This design comes from an exercise in tuning for small area and a short achievable clock period on the open sky130 flow, not from production work.
Where RTL was checked, it was by simulation tests only, not by an equivalence proof against the original.

== build 91 ==
Design tmr_lif_neuron, start of the top module:
module tmr_lif_neuron (
    input signed [15:0] V_in1, V_in2, V_in3,
    input signed [15:0] I_in1, I_in2, I_in3,
    input signed [15:0] dt_tau,
    input wire clk, rst,
    output wire signed [15:0] V_out,
    output wire spike
);
    wire [16:0] dx = {dt_tau, 1'b0};
    wire [7:0] one, two, neg;
    genvar g;
    generate for (g = 0; g < 8; g = g + 1) begin : enc
        assign one[g] = dx[2*g+1] ^ dx[2*g];
        assign two[g] = (dx[2*g+2] & ~dx[2*g+1] & ~dx[2*g]) | (~dx[2*g+2] & dx[2*g+1] & dx[2*g]);
        assign neg[g] = dx[2*g+2];
    end endgenerate
    reg [2:0] c;
    reg [7:0] x1;
    wire [7:0] x1_d;
    reg [15:0] v1;
    fixed_point_q8_8 l1 (.V_in(V_in1), .I_in(I_in1), .one(one), .two(two), .neg(neg), .X(x1_d));
    wire [15:0] u1;
    add_u au1 (.a(v1), .b({{8{x1[7]}}, x1}), .s(u1));
    wire signed [15:0] r1 = c[0] ? 16'h0000 : u1;
    reg [7:0] x2;
    wire [7:0] x2_d;
    reg [15:0] v2;
    fixed_point_q8_8 l2 (.V_in(V_in2), .I_in(I_in2), .one(one), .two(two), .neg(neg), .X(x2_d));
    wire [15:0] u2;
    add_u au2 (.a(v2), .b({{8{x2[7]}}, x2}), .s(u2));
  ...
Settings: LEC_CHECK=0, ABC_AREA=0, CAP_MARGIN=20, CORE_MARGIN=2, CORE_UTILIZATION=40, PLACE_DENSITY=0.8, SETUP_SLACK_MARGIN=5.0, SLEW_MARGIN=20, SYNTH_HIERARCHICAL=1; clock period 13.0 ns.
standard.sh (not shown) runs the stock make flow with config.mk's settings and CLKGATE_MAP_FILE= SYNTH_SCRIPT=/design/flow/synth_recipe.tcl, a recipe that flattens the netlist after the stock synthesis.
==> flow/flow/run.sh <==
#!/bin/bash
set -euo pipefail
bash standard.sh "BUFFER_PORTS_ARGS=-buffer_cell sky130_fd_sc_hd__buf_1" SETUP_SLACK_MARGIN=5.5 finish > make_finish.log 2>&1
Input changes introduced in build 92 (baseline for comparison: build 91):
Settings: removing PLACE_DENSITY (formerly 0.8).
==> flow/flow/run.sh <==
#!/bin/bash
set -euo pipefail
bash standard.sh "BUFFER_PORTS_ARGS=-buffer_cell sky130_fd_sc_hd__buf_1" SETUP_SLACK_MARGIN=6 finish > make_finish.log 2>&1
Notes after the runs:
- As far as vertical extent of the die goes, build 92 and build 91 are indistinguishable; the numbers are identical.
- Build 92 against build 91: share of the core filled with cells up 4.3 points, fraction of area in multi-input gates lost 1.9 points, post-route worst setup slack shows an increase of 0.071 ns.
- Against build 91 as the reference, build 92 delivers a lower met3 demand-to-capacity share in global routing.
- The number of standard cells in the layout, taps in and fillers out of build 92 exceeds that of build 91 by 61.
- Per the comparison of build 92 with build 91, global-route usage grew by 1.9 points; final area grew by 9.7%; actual slew at the worst max-slew pin grew by 0.070 ns.
Here is what was changed in the inputs of build 1 compared with build 92.
Settings: an added PLACE_DENSITY of 0.8.
==> flow/flow/run.sh <==
#!/bin/bash
set -euo pipefail
bash standard.sh "BUFFER_PORTS_ARGS=-buffer_cell sky130_fd_sc_hd__buf_1" finish > make_finish.log 2>&1
==> summary.txt <==
Delta (build 1 minus build 92): utilization decreased by 7.1 points relative to the old numbers; total wire length decreased by about 9% relative to the old numbers. Arrival time reported for the critical path endpoint: build 92 and build 1 compared, higher one is build 1. Sort build 92 and build 1 by wire length of the first global-routing pass, descending, and build 92 comes first. Setup slack: build 1 less than build 92. Diode insertion count for antenna repair: build 1 vs build 92 — no meaningful difference. Looking at count of plain and timing-repair buffers, build 1 sits 102 below build 92.
Edits applied to the flow inputs when going from build 1 to build 12:
Settings: a deleted PLACE_DENSITY that had been 0.8; a change of CORE_UTILIZATION from 40 to 50.
### Flow results
Build 12 ends up with higher required time reported for the critical path endpoint than build 1 does.
On met3 usage in global routing, the lower figure sits with build 12, not build 1.
Sort build 1 and build 12 by met2 usage, descending, and build 12 comes first.
Taking build 1 as the reference, in build 12 final area went down about 0.5%; total die area now smaller; number of tapcells moved down.
Edits applied to the flow inputs when going from build 12 to build 73:
Settings: GPL_TIMING_DRIVEN: unset -> 1; CORE_UTILIZATION: 50 -> 40.
### Flow results
Build 73 finished every stage and its layout cleared the timing, DRC and antenna checks.
Number of endpoints with negative hold slack in the final report came out exactly the same in build 73 and build 12.
Diff build 12 -> build 73 | global-route wire length before repair | increase of 2400 microns
Build 73 vs. build 12: die area now larger, maximum number of pins on one net before global-route repair lost 2, total wire length went up by 4.8%, hold slack picked up an extra 0.014 ns.
Comparing build 73 against build 12, there is no change at all in sum of negative setup slack.
Clock buffer count in the final layout in build 73 vs build 12: down 3
Diff build 12..build 73 | maximum clock insertion buffer count | unchanged
Relative to build 73, the following input files were edited for build 67:
Settings: GPL_TIMING_DRIVEN removed (was 1).
==> flow/flow/run.sh <==
#!/bin/bash
set -euo pipefail
bash standard.sh "BUFFER_PORTS_ARGS=-buffer_cell sky130_fd_sc_hd__buf_1" SETUP_SLACK_MARGIN=7 finish > make_finish.log 2>&1
[summary]
- For non-clock buffer count, dividing the value from build 73 by the value from build 67 gives 0.55.
- | clock period minus worst slack | build 67 vs build 73 | 0.36 ns lower |
- In build 67, the number of clock-tree buffers in the layout came out 1 above the value in build 73.

---

== oak ==
Another version of the RTL of tmr_lif_neuron (not shown whole).
Size: roughly 1700 cells after synthesis, about 130 I/O pins, roughly 17000 sq um of cells after synthesis.
## tmr_lif_neuron
module tmr_lif_neuron (
    input signed [15:0] V_in1, V_in2, V_in3,
    input signed [15:0] I_in1, I_in2, I_in3,
    input signed [15:0] dt_tau,
    input wire clk, rst,
    output wire signed [15:0] V_out,
    output wire spike
);
Settings: LEC_CHECK=0, ABC_AREA=0, CAP_MARGIN=20, CORE_MARGIN=2, CORE_UTILIZATION=50, SETUP_SLACK_MARGIN=5.0, SLEW_MARGIN=20, SYNTH_HIERARCHICAL=1; clock period 13.0 ns.
==> flow/flow/run.sh <==
#!/bin/bash
set -euo pipefail
bash standard.sh "BUFFER_PORTS_ARGS=-buffer_cell sky130_fd_sc_hd__buf_1" SETUP_SLACK_MARGIN=5 finish > make_finish.log 2>&1
Inputs modified between oak and pine:
==> flow/flow/run.sh <==
#!/bin/bash
set -euo pipefail
bash standard.sh "BUFFER_PORTS_ARGS=-buffer_cell sky130_fd_sc_hd__buf_1" SETUP_SLACK_MARGIN=6 finish > make_finish.log 2>&1
- [compare] base=oak new=pine: hold slack rose 0.050 ns; half-perimeter wire length after placement rose 0.91%.
- Compared with oak, pine shows a higher final-layout clock buffer total.
- Compared pine vs oak, and headroom to the max-slew limit is up in pine.
- pine against oak: fraction of met3 tracks used by global routing saw a decrease; utilization after layout +9.7 points; minimum clock period after layout down 0.20 ns.
No run of this note included a check of the RTL's function; only the layout flow was run.

-- what the ideal ports hide --
The results above use ideal ports. As a check the final layouts listed here were re-extracted and re-timed, cells and wires unchanged. Step 1: set_driving_cell puts a clkbuf_16 on clk and a buf_2 on each other input, an assumption about the parent block. Step 2, shift: input delay + t, output delay - t, t = (earliest + latest rising clock arrival at the registers) / 2. This alone moves slack from input paths to output paths. Slacks: no drivers / after step 1 / after step 2; pairs: no drivers / after step 1.
run | t (ns) | setup slack, ns | worst setup path after step 2 | cell pins on the clock port's net
build 91 | 0.401 | 5.410 / 5.367 / 5.189 | input to register | 1
build 92 | 0.403 | 5.480 / 5.429 / 5.473 | input to register | 1
build 1 | 0.404 | 5.212 / 5.168 / 4.852 | input to register | 1
build 12 | 0.390 | 5.177 / 5.199 / 4.814 | input to register | 1
build 73 | 0.424 | 5.147 / 5.102 / 4.884 | input to register | 1
build 67 | 0.403 | 5.510 / 5.461 / 5.436 | input to register | 1
oak | 0.390 | 5.199 / 5.166 / 4.809 | input to register | 1
pine | 0.398 | 5.404 / 5.352 / 5.248 | input to register | 1
After both steps every run listed still meets setup and hold. The setup slack of oak, which loses most, moves by -0.033 ns with the drivers and by -0.390 ns with both steps.
